What follows belongs to an exercise in optimizing a design on an open flow for small area, a short achievable clock period and few clock cycles; a production flow would make more cautious choices.
RTL that was checked went through simulation tests only; none was proved equivalent to the original.
Power figures rest on the tool's default switching activity, not on a simulated workload.

## old
==> flow/design.v <==
module control_unit (
    input wire clk,
    input wire reset,
    input wire [7:0] data_in,
    output reg rd,
    output reg wr,
    output reg dsel,
    output reg asel,
    output reg sub,
    output reg [1:0] mop,
    output reg [3:0] mopd
);
    wire [3:0] op = data_in[7:4];
    wire ld = !dsel && (op[3:2] == 2'b00) && (op[1:0] != 2'b00) ||
              !dsel && (op == 4'h4);
    wire st = !dsel && (op == 4'h5);
    always @(posedge clk or posedge reset) begin
        if (reset) begin
            rd   <= 1'b0;
            wr   <= 1'b0;
            dsel <= 1'b0;
            asel <= 1'b0;
        end else begin
            rd   <= ld;
            wr   <= st;
            dsel <= ld || st;
            asel <= !dsel && (op != 4'h0) && (op[3:1] <= 3'b010);
        end
    end
    always @(posedge clk) begin
        sub  <= (op == 4'h2);
        mop  <= data_in[5:4];
        mopd <= data_in[3:0];
    end
endmodule
module datapath (
    input wire clk,
    input wire reset,
    input wire [7:0] data_in,
    input wire rd,
    input wire wr,
    input wire dsel,
    input wire sub,
    input wire [1:0] mop,
    output reg [7:0] pc,
    output reg [7:0] acc
);
    reg        carry;
    wire [7:0] d   = data_in;
    wire [3:0] op  = data_in[7:4];
    wire [3:0] opd = data_in[3:0];
    wire       fetch = !dsel;
    wire       zero = (acc == 8'h00);
    reg        cond;
    always @(*) begin
        case (op[1:0])
            2'b00: cond = 1'b0;      
            2'b01: cond = 1'b1;      
            2'b10: cond = zero;      
            default: cond = carry;   
        endcase
    end
    wire       tk   = fetch && (op[3:2] == 2'b10) && cond;    
    wire [7:0] pc_s = dsel ? pc : pc + 8'h01;                  
    wire [7:0] pc_n = tk ? {4'h0, opd} : pc_s;
    always @(posedge clk or posedge reset) begin
        if (reset)
            pc <= 8'h00;
        else
            pc <= pc_n;
    end
    wire [7:0] ax = acc ^ {8{sub}};
    wire [7:0] g0 = ax & d;
    wire [7:0] p0 = ax | d;
    wire [7:0] g1, p1, g2, p2, g3;
    genvar i;
    generate
        for (i = 0; i < 8; i = i + 1) begin : pf
            if (i >= 1) begin : l1
                assign g1[i] = g0[i] | (p0[i] & g0[i-1]);
                assign p1[i] = p0[i] & p0[i-1];
            end else begin : l1z
                assign g1[i] = g0[i];
                assign p1[i] = p0[i];
            end
            if (i >= 2) begin : l2
                assign g2[i] = g1[i] | (p1[i] & g1[i-2]);
                assign p2[i] = p1[i] & p1[i-2];
            end else begin : l2z
                assign g2[i] = g1[i];
                assign p2[i] = p1[i];
            end
            if (i >= 4) begin : l3
                assign g3[i] = g2[i] | (p2[i] & g2[i-4]);
            end else begin : l3z
                assign g3[i] = g2[i];
            end
        end
    endgenerate
    wire [7:0] c = {g3[6:0], 1'b0};              
    wire [7:0] h = acc ^ d;                      
    wire is_ar = rd && (mop[1] ^ mop[0]);        
    wire is_and = rd && (mop == 2'b11);
    wire is_ld  = rd && (mop == 2'b00);
    wire [7:0] k = {8{is_ld}} | ({8{is_and}} & acc);
    wire is_nl = fetch && (op[3:1] == 3'b011);
    wire is_sr = fetch && (op == 4'h8);
    wire [7:0] nl = op[0] ? {acc[6:0], 1'b0} : ~acc;
    wire [7:0] sr = {1'b0, acc[7:1]};
    wire       c_nl = op[0] ? acc[7] : 1'b1;
    wire [7:0] y   = is_nl ? nl : (is_sr ? sr : ((d & k) | (acc & {8{!rd}})));
    wire       y_c = is_nl ? c_nl : (!is_sr && !rd && carry);
    wire [7:0] r1 = is_ar ? ~h : y;
    wire [7:0] r0 = is_ar ?  h : y;
    wire [7:0] acc_n = (c & r1) | (~c & r0);
    wire       c_n   = is_ar ? g3[7] : y_c;
    always @(posedge clk or posedge reset) begin
        if (reset) begin
            acc   <= 8'h00;
            carry <= 1'b0;
        end else begin
            acc   <= acc_n;
            carry <= c_n;
        end
    end
endmodule
module cpu_8bit (
    input wire clk,
    input wire reset,
    input wire [7:0] data_in,
    output wire [7:0] data_out,
    output wire [7:0] address,
    output wire mem_write
);
    wire       rd;         
    wire       wr;         
    wire       dsel;       
    wire       asel;       
    wire       sub;        
    wire [1:0] mop;        
    wire [3:0] mopd;       
    wire [7:0] pc;
    wire [7:0] acc;
    control_unit ctrl (
        .clk(clk),
        .reset(reset),
        .data_in(data_in),
        .rd(rd),
        .wr(wr),
        .dsel(dsel),
        .asel(asel),
        .sub(sub),
        .mop(mop),
        .mopd(mopd)
    );
    datapath dp (
        .clk(clk),
        .reset(reset),
        .data_in(data_in),
        .rd(rd),
        .wr(wr),
        .dsel(dsel),
        .sub(sub),
        .mop(mop),
        .pc(pc),
        .acc(acc)
    );
    assign address   = asel ? {4'h0, mopd} : pc;
    assign data_out  = acc;
    assign mem_write = wr;
endmodule
clock: 4.0 ns
lec_check: 0
abc_area: 1
cap_margin: 20
core_margin: 2
core_utilization: 40
setup_slack_margin: 2.0
slew_margin: 20
standard.sh (not shown) runs the stock make flow with config.mk's settings and CLKGATE_MAP_FILE= SYNTH_SCRIPT=/design/flow/synth_recipe.tcl, a recipe that flattens the netlist after the stock synthesis.
==> flow/flow/run.sh <==
#!/bin/bash
# Standard layout, except:
#  - synthesis maps with flow/abc.script and without full/half-adder cells,
#  - the ports get plain buffers,
#  - resizing may change a cell's footprint.
F=$(pwd)/flow
export FLOW_ABC_SCRIPT=$F/abc.script
export BUFFER_PORTS_ARGS="-buffer_cell sky130_fd_sc_hd__buf_2"
bash standard.sh SYNTH_SCRIPT=$F/synth_abc.tcl ADDER_MAP_FILE= MATCH_CELL_FOOTPRINT=0 finish > standard.log 2>&1
==> flow/flow/abc.script <==
strash
dch
map -a
topo
stime -c
buffer -c
upsize -c
dnsize -c
==> flow/flow/synth_abc.tcl <==
# synth_recipe.tcl with one change: abc runs the script in flow/abc.script
# instead of ORFS's abc_area.script. Everything else is the same.
proc synth {args} { yosys synth -nofsm -noshare {*}$args }
proc abc {args} {
  set i [lsearch -exact $args -script]
  if { $i >= 0 } { lset args [expr {$i + 1}] $::env(FLOW_ABC_SCRIPT) }
  yosys abc {*}$args
}
source $::env(SCRIPTS_DIR)/synth.tcl
# left out here: clear keep_hierarchy, flatten, clean up, hide names made inside functions, write 1_2_yosys.v
Testbench counts of old, summed over its fixed seeds: cycles 52,861.
Edits applied to the flow inputs when going from old to new:
diff --git a/flow/design.v b/flow/design.v
--- a/flow/design.v
+++ b/flow/design.v
@@ -70,5 +70,7 @@
             pc <= pc_n;
     end
-    wire [7:0] ax = acc ^ {8{sub}};
+    wire is_ld  = rd && (mop == 2'b00);
+    wire is_and = rd && (mop == 2'b11);
+    wire [7:0] ax = (acc & {8{!is_ld}}) ^ {8{sub}};
     wire [7:0] g0 = ax & d;
     wire [7:0] p0 = ax | d;
@@ -99,9 +101,6 @@
     endgenerate
     wire [7:0] c = {g3[6:0], 1'b0};              
-    wire [7:0] h = acc ^ d;                      
-    wire is_ar = rd && (mop[1] ^ mop[0]);        
-    wire is_and = rd && (mop == 2'b11);
-    wire is_ld  = rd && (mop == 2'b00);
-    wire [7:0] k = {8{is_ld}} | ({8{is_and}} & acc);
+    wire [7:0] h = ax ^ d ^ {8{sub}};            
+    wire is_ar = rd && !is_and;                  
     wire is_nl = fetch && (op[3:1] == 3'b011);
     wire is_sr = fetch && (op == 4'h8);
@@ -109,5 +108,5 @@
     wire [7:0] sr = {1'b0, acc[7:1]};
     wire       c_nl = op[0] ? acc[7] : 1'b1;
-    wire [7:0] y   = is_nl ? nl : (is_sr ? sr : ((d & k) | (acc & {8{!rd}})));
+    wire [7:0] y   = is_nl ? nl : (is_sr ? sr : (is_and ? g0 : acc));
     wire       y_c = is_nl ? c_nl : (!is_sr && !rd && carry);
     wire [7:0] r1 = is_ar ? ~h : y;
Findings:
Row total global routing track utilization: new lower / old higher. Final standard cell area without fillers came out higher on new than on old. The setup slack of new is smaller than that of old. Min share of cell area taken by muxes after synthesis across new and old: new. In new relative to old, half-perimeter wire length after placement had gone up by a few percent. Looking at share of the core filled with cells in the final layout across new and old, the one that comes out lower is old.
Only the layout flow was run in new; the RTL was not checked for function there.

---

## the baseline
// cpu_8bit: RTL as listed in full above, without the edits since
export LEC_CHECK = 0
export ABC_AREA = 1
export CAP_MARGIN = 20
export CORE_MARGIN = 2
export CORE_UTILIZATION = 40
export SETUP_SLACK_MARGIN = 2.0
export SLEW_MARGIN = 20
create_clock -name core_clock -period 4.0 [get_ports {clk}]
==> flow/flow/abc.script <==
strash
dch
map -a -B 0.9
topo
stime -c
buffer -c
upsize -c
dnsize -c
Scripts as last shown in full above: flow/flow/run.sh, flow/flow/synth_abc.tcl
Testbench counts of the baseline, summed over its fixed seeds: cycles 52,861.
Relative to the baseline, the following input files were edited for the candidate:
==> flow/design.v, changed modules only <==
module datapath (
    input wire clk,
    input wire reset,
    input wire [7:0] data_in,
    input wire rd,
    input wire wr,
    input wire dsel,
    input wire sub,
    input wire [1:0] mop,
    output reg [7:0] pc,
    output reg [7:0] acc
);
    reg        carry;
    wire [7:0] d   = data_in;
    wire [3:0] op  = data_in[7:4];
    wire [3:0] opd = data_in[3:0];
    wire       fetch = !dsel;
    wire       zero = (acc == 8'h00);
    reg        cond;
    always @(*) begin
        case (op[1:0])
            2'b00: cond = 1'b0;      
            2'b01: cond = 1'b1;      
            2'b10: cond = zero;      
            default: cond = carry;   
        endcase
    end
    wire       tk   = fetch && (op[3:2] == 2'b10) && cond;    
    wire [7:0] pc_s = dsel ? pc : pc + 8'h01;                  
    wire [7:0] pc_n = tk ? {4'h0, opd} : pc_s;
    always @(posedge clk or posedge reset) begin
        if (reset)
            pc <= 8'h00;
        else
            pc <= pc_n;
    end
    wire [7:0] ax = acc ^ {8{sub}};
    wire [7:0] g0 = ax & d;
    wire [7:0] p0 = ax | d;
    wire G10 = g0[1] | (p0[1] & g0[0]);
    wire G32 = g0[3] | (p0[3] & g0[2]), P32 = p0[3] & p0[2];
    wire G54 = g0[5] | (p0[5] & g0[4]), P54 = p0[5] & p0[4];
    wire G76 = g0[7] | (p0[7] & g0[6]), P76 = p0[7] & p0[6];
    wire G20 = g0[2] | (p0[2] & G10);
    wire G30 = G32 | (P32 & G10);
    wire G64 = g0[6] | (p0[6] & G54), P64 = p0[6] & P54;
    wire G74 = G76 | (P76 & G54),     P74 = P76 & P54;
    wire G40 = g0[4] | (p0[4] & G30);
    wire G50 = G54 | (P54 & G30);
    wire G60 = G64 | (P64 & G30);
    wire G70 = G74 | (P74 & G30);
    wire [7:0] c = {G60, G50, G40, G30, G20, G10, g0[0], 1'b0};    
    wire [7:0] h = acc ^ d;                      
    wire is_ar = rd && (mop[1] ^ mop[0]);        
    wire is_and = rd && (mop == 2'b11);
    wire is_ld  = rd && (mop == 2'b00);
    wire [7:0] k = {8{is_ld}} | ({8{is_and}} & acc);
    wire is_nl = fetch && (op[3:1] == 3'b011);
    wire is_sr = fetch && (op == 4'h8);
    wire [7:0] nl = op[0] ? {acc[6:0], 1'b0} : ~acc;
    wire [7:0] sr = {1'b0, acc[7:1]};
    wire       c_nl = op[0] ? acc[7] : 1'b1;
    wire [7:0] y   = is_nl ? nl : (is_sr ? sr : ((d & k) | (acc & {8{!rd}})));
    wire       y_c = is_nl ? c_nl : (!is_sr && !rd && carry);
    wire [7:0] r1 = is_ar ? ~h : y;
    wire [7:0] r0 = is_ar ?  h : y;
    wire [7:0] acc_n = (c & r1) | (~c & r0);
    wire       c_n   = is_ar ? G70 : y_c;
    always @(posedge clk or posedge reset) begin
        if (reset) begin
            acc   <= 8'h00;
            carry <= 1'b0;
        end else begin
            acc   <= acc_n;
            carry <= c_n;
        end
    end
endmodule
### Flow results
The candidate reached the final stage; the timing, DRC and antenna checks on its layout passed. Between the candidate and the baseline, the final clock skew does not differ in any meaningful way. The final net count of the candidate is lower than that of the baseline. The baseline has lower combined flip-flop and latch cell area than the candidate. Of the baseline and the candidate, the baseline shows the higher overall fraction of global-route tracks in use, with the candidate below it. Taking the baseline as the reference, in the candidate final design area excluding fillers rose 1.8%, synthesized area went up by 20 sq um, die area went up 52 sq um, inverter count of the layout excluding clock inverters saw an increase. Against the baseline, the candidate comes in about 35% lower on first-iteration DRC count. Changes observed in the candidate relative to the baseline: final core utilization increased by 0.56 points relative to the old numbers; routed wire length on met3 has decreased; proportion of power drawn by combinational gates up 0.6 points; average wire per standard cell now larger; cell total after placement lower.
No functional check of the RTL was part of the candidate.

---

cpu_8bit, a different RTL version from the one above (not shown whole).
For scale: ~28 flip-flops, about 27 I/O pins, roughly 0.0020 mm2 of cells after synthesis.
==> module control_unit, before the edit <==
module control_unit (
    input wire clk,
    input wire reset,
    input wire [7:0] data_in,
    output reg rd,
    output reg wr,
    output reg dsel,
    output reg asel,
    output reg sub,
    output reg [1:0] mop,
    output reg [3:0] mopd
);
    wire [3:0] op = data_in[7:4];
    wire ld = !dsel && (op[3:2] == 2'b00) && (op[1:0] != 2'b00) ||
              !dsel && (op == 4'h4);
    wire st = !dsel && (op == 4'h5);
    always @(posedge clk or posedge reset) begin
        if (reset) begin
            rd   <= 1'b0;
            wr   <= 1'b0;
            dsel <= 1'b0;
            asel <= 1'b0;
        end else begin
            rd   <= ld;
            wr   <= st;
            dsel <= ld || st;
            asel <= !dsel && (op != 4'h0) && (op[3:1] <= 3'b010);
        end
    end
    always @(posedge clk) begin
        sub  <= (op == 4'h2);
        mop  <= data_in[5:4];
        mopd <= data_in[3:0];
    end
endmodule
==> module datapath, before the edit <==
module datapath (
    input wire clk,
    input wire reset,
    input wire [7:0] data_in,
    input wire rd,
    input wire wr,
    input wire dsel,
    input wire sub,
    input wire [1:0] mop,
    output reg [7:0] pc,
    output reg [7:0] acc
);
    reg        carry;
    wire [7:0] d   = data_in;
    wire [3:0] op  = data_in[7:4];
    wire [3:0] opd = data_in[3:0];
    wire       fetch = !dsel;
    wire       zero = (acc == 8'h00);
    reg        cond;
    always @(*) begin
        case (op[1:0])
            2'b00: cond = 1'b0;      
            2'b01: cond = 1'b1;      
            2'b10: cond = zero;      
            default: cond = carry;   
        endcase
    end
    wire       tk   = fetch && (op[3:2] == 2'b10) && cond;    
    wire [7:0] pc_s = pc + {7'h00, fetch};                     
    wire [7:0] pc_n = tk ? {4'h0, opd} : pc_s;
    always @(posedge clk or posedge reset) begin
        if (reset)
            pc <= 8'h00;
        else
            pc <= pc_n;
    end
    wire [7:0] ax = acc ^ {8{sub}};
    wire [7:0] g0 = ax & d;
    wire [7:0] p0 = ax | d;
    wire [7:0] g1, p1, g2, p2, g3;
    genvar i;
    generate
        for (i = 0; i < 8; i = i + 1) begin : pf
            if (i >= 1) begin : l1
                assign g1[i] = g0[i] | (p0[i] & g0[i-1]);
                assign p1[i] = p0[i] & p0[i-1];
            end else begin : l1z
                assign g1[i] = g0[i];
                assign p1[i] = p0[i];
            end
            if (i >= 2) begin : l2
                assign g2[i] = g1[i] | (p1[i] & g1[i-2]);
                assign p2[i] = p1[i] & p1[i-2];
            end else begin : l2z
                assign g2[i] = g1[i];
                assign p2[i] = p1[i];
            end
            if (i >= 4) begin : l3
                assign g3[i] = g2[i] | (p2[i] & g2[i-4]);
            end else begin : l3z
                assign g3[i] = g2[i];
            end
        end
    endgenerate
    wire [7:0] c = {g3[6:0], 1'b0};              
    wire [7:0] h = acc ^ d;                      
    wire is_ar = rd && (mop[1] ^ mop[0]);        
    wire is_and = rd && (mop == 2'b11);
    wire is_ld  = rd && (mop == 2'b00);
    wire [7:0] k = {8{is_ld}} | ({8{is_and}} & acc);
    wire is_nl = fetch && (op[3:1] == 3'b011);
    wire is_sr = fetch && (op == 4'h8);
    wire [7:0] nl = op[0] ? {acc[6:0], 1'b0} : ~acc;
    wire [7:0] sr = {1'b0, acc[7:1]};
    wire       c_nl = op[0] ? acc[7] : 1'b1;
    wire [7:0] y   = is_nl ? nl : (is_sr ? sr : ((d & k) | (acc & {8{!rd}})));
    wire       y_c = is_nl ? c_nl : (!is_sr && !rd && carry);
    wire [7:0] r1 = is_ar ? ~h : y;
    wire [7:0] r0 = is_ar ?  h : y;
    wire [7:0] acc_n = (c & r1) | (~c & r0);
    wire       c_n   = is_ar ? g3[7] : y_c;
    always @(posedge clk or posedge reset) begin
        if (reset) begin
            acc   <= 8'h00;
            carry <= 1'b0;
        end else begin
            acc   <= acc_n;
            carry <= c_n;
        end
    end
endmodule
==> module cpu_8bit, before the edit <==
module cpu_8bit (
    input wire clk,
    input wire reset,
    input wire [7:0] data_in,
    output wire [7:0] data_out,
    output wire [7:0] address,
    output wire mem_write
);
    wire       rd;         
    wire       wr;         
    wire       dsel;       
    wire       asel;       
    wire       sub;        
    wire [1:0] mop;        
    wire [3:0] mopd;       
    wire [7:0] pc;
    wire [7:0] acc;
    control_unit ctrl (
        .clk(clk),
        .reset(reset),
        .data_in(data_in),
        .rd(rd),
        .wr(wr),
        .dsel(dsel),
        .asel(asel),
        .sub(sub),
        .mop(mop),
        .mopd(mopd)
    );
    datapath dp (
        .clk(clk),
        .reset(reset),
        .data_in(data_in),
        .rd(rd),
        .wr(wr),
        .dsel(dsel),
        .sub(sub),
        .mop(mop),
        .pc(pc),
        .acc(acc)
    );
    assign address   = asel ? {4'h0, mopd} : pc;
    assign data_out  = acc;
    assign mem_write = wr;
endmodule
Settings: LEC_CHECK=0, ABC_AREA=1, CAP_MARGIN=20, CORE_MARGIN=2, CORE_UTILIZATION=40, SETUP_SLACK_MARGIN=2.0, SLEW_MARGIN=20; clock period 4.0 ns.
==> flow/flow/abc.script <==
strash
dch
map -a
topo
stime -c
buffer -c
upsize -c
dnsize -c
Scripts as last shown in full above: flow/flow/run.sh, flow/flow/synth_abc.tcl
Next try:
--- a/flow/design.v
+++ b/flow/design.v
@@ -4,9 +4,8 @@
     input wire [7:0] data_in,
     output reg rd,
     output reg wr,
-    output reg dsel,
+    output wire dsel,
     output reg asel,
-    output reg sub,
     output reg [1:0] mop,
     output reg [3:0] mopd
 );
@@ -14,21 +13,19 @@
     wire ld = !dsel && (op[3:2] == 2'b00) && (op[1:0] != 2'b00) ||
               !dsel && (op == 4'h4);
     wire st = !dsel && (op == 4'h5);
+    assign dsel = rd || wr;
     always @(posedge clk or posedge reset) begin
         if (reset) begin
             rd   <= 1'b0;
             wr   <= 1'b0;
-            dsel <= 1'b0;
             asel <= 1'b0;
         end else begin
             rd   <= ld;
             wr   <= st;
-            dsel <= ld || st;
-            asel <= !dsel && (op != 4'h0) && (op[3:1] <= 3'b010);
+            asel <= ld || st;
         end
     end
     always @(posedge clk) begin
-        sub  <= (op == 4'h2);
         mop  <= data_in[5:4];
         mopd <= data_in[3:0];
     end
@@ -40,7 +37,6 @@
     input wire rd,
     input wire wr,
     input wire dsel,
-    input wire sub,
     input wire [1:0] mop,
     output reg [7:0] pc,
     output reg [7:0] acc
@@ -50,6 +46,7 @@
     wire [3:0] op  = data_in[7:4];
     wire [3:0] opd = data_in[3:0];
     wire       fetch = !dsel;
+    wire       sub   = (mop == 2'b10);
     wire       zero = (acc == 8'h00);
     reg        cond;
     always @(*) begin
@@ -61,7 +58,7 @@
         endcase
     end
     wire       tk   = fetch && (op[3:2] == 2'b10) && cond;    
-    wire [7:0] pc_s = pc + {7'h00, fetch};                     
+    wire [7:0] pc_s = dsel ? pc : pc + 8'h01;                  
     wire [7:0] pc_n = tk ? {4'h0, opd} : pc_s;
     always @(posedge clk or posedge reset) begin
         if (reset)
@@ -136,7 +133,6 @@
     wire       wr;         
     wire       dsel;       
     wire       asel;       
-    wire       sub;        
     wire [1:0] mop;        
     wire [3:0] mopd;       
     wire [7:0] pc;
@@ -149,7 +145,6 @@
         .wr(wr),
         .dsel(dsel),
         .asel(asel),
-        .sub(sub),
         .mop(mop),
         .mopd(mopd)
     );
@@ -160,7 +155,6 @@
         .rd(rd),
         .wr(wr),
         .dsel(dsel),
-        .sub(sub),
         .mop(mop),
         .pc(pc),
         .acc(acc)
Outcome:
- The new run ran to the end with no violations
- cell area shrinks by 3.1%
- worst setup slack gains 0.037 ns
- power grows by 0.31%
- hold slack is worse by 0.043 ns
- routed wire length climbs by 1.0%
- area after synthesis went down by 6.6%
- sequential share of layout area came out lower by 0.98 points
- clock power stays flat
- clock-buffer cell count is unchanged
- critical path depth stays the same
- non-clock buffer count rises by 1
- cell count came out lower by 2.8%
- utilization went up by 2.1 points
- flip-flop and latch count came out lower by 2
No functional check of the RTL was part of any run of this note.

port drivers added, routing unchanged:
How much do the figures lean on ideal ports? The routed layouts below were timed once more, with nothing changed but the port constraints. Step 1 (the two cells are an assumption about what drives the block):
set clk [get_ports {clk}]
set_driving_cell -lib_cell sky130_fd_sc_hd__clkbuf_16 $clk
set_driving_cell -lib_cell sky130_fd_sc_hd__buf_2 [delete_from_list [all_inputs] $clk]
Step 2 also shifts input and output timing later by t, the mid clock arrival at the registers, as if the neighbouring blocks saw the same clock. Three values: ideal ports, drivers, drivers and shift; two values: the first two.
run	t (ns)	slack for setup (ns)	worst setup path after step 2
old	0.310	2.101 / 2.072 / 1.863	input to register
new	0.299	2.022 / 2.022 / 1.858	input to register
the baseline	0.312	2.057 / 2.028 / 1.824	input to register
the candidate	0.296	2.074 / 2.073 / 1.777	input to register
the first run of note 3	0.297	2.072 / 2.046 / 1.782	input to register
the second run of note 3	0.302	2.109 / 2.083 / 1.818	input to register
After both steps setup and hold are still met in every run listed. For the candidate, which loses most, drivers alone change the setup slack by -0.001 ns; drivers and shift together by -0.297 ns.
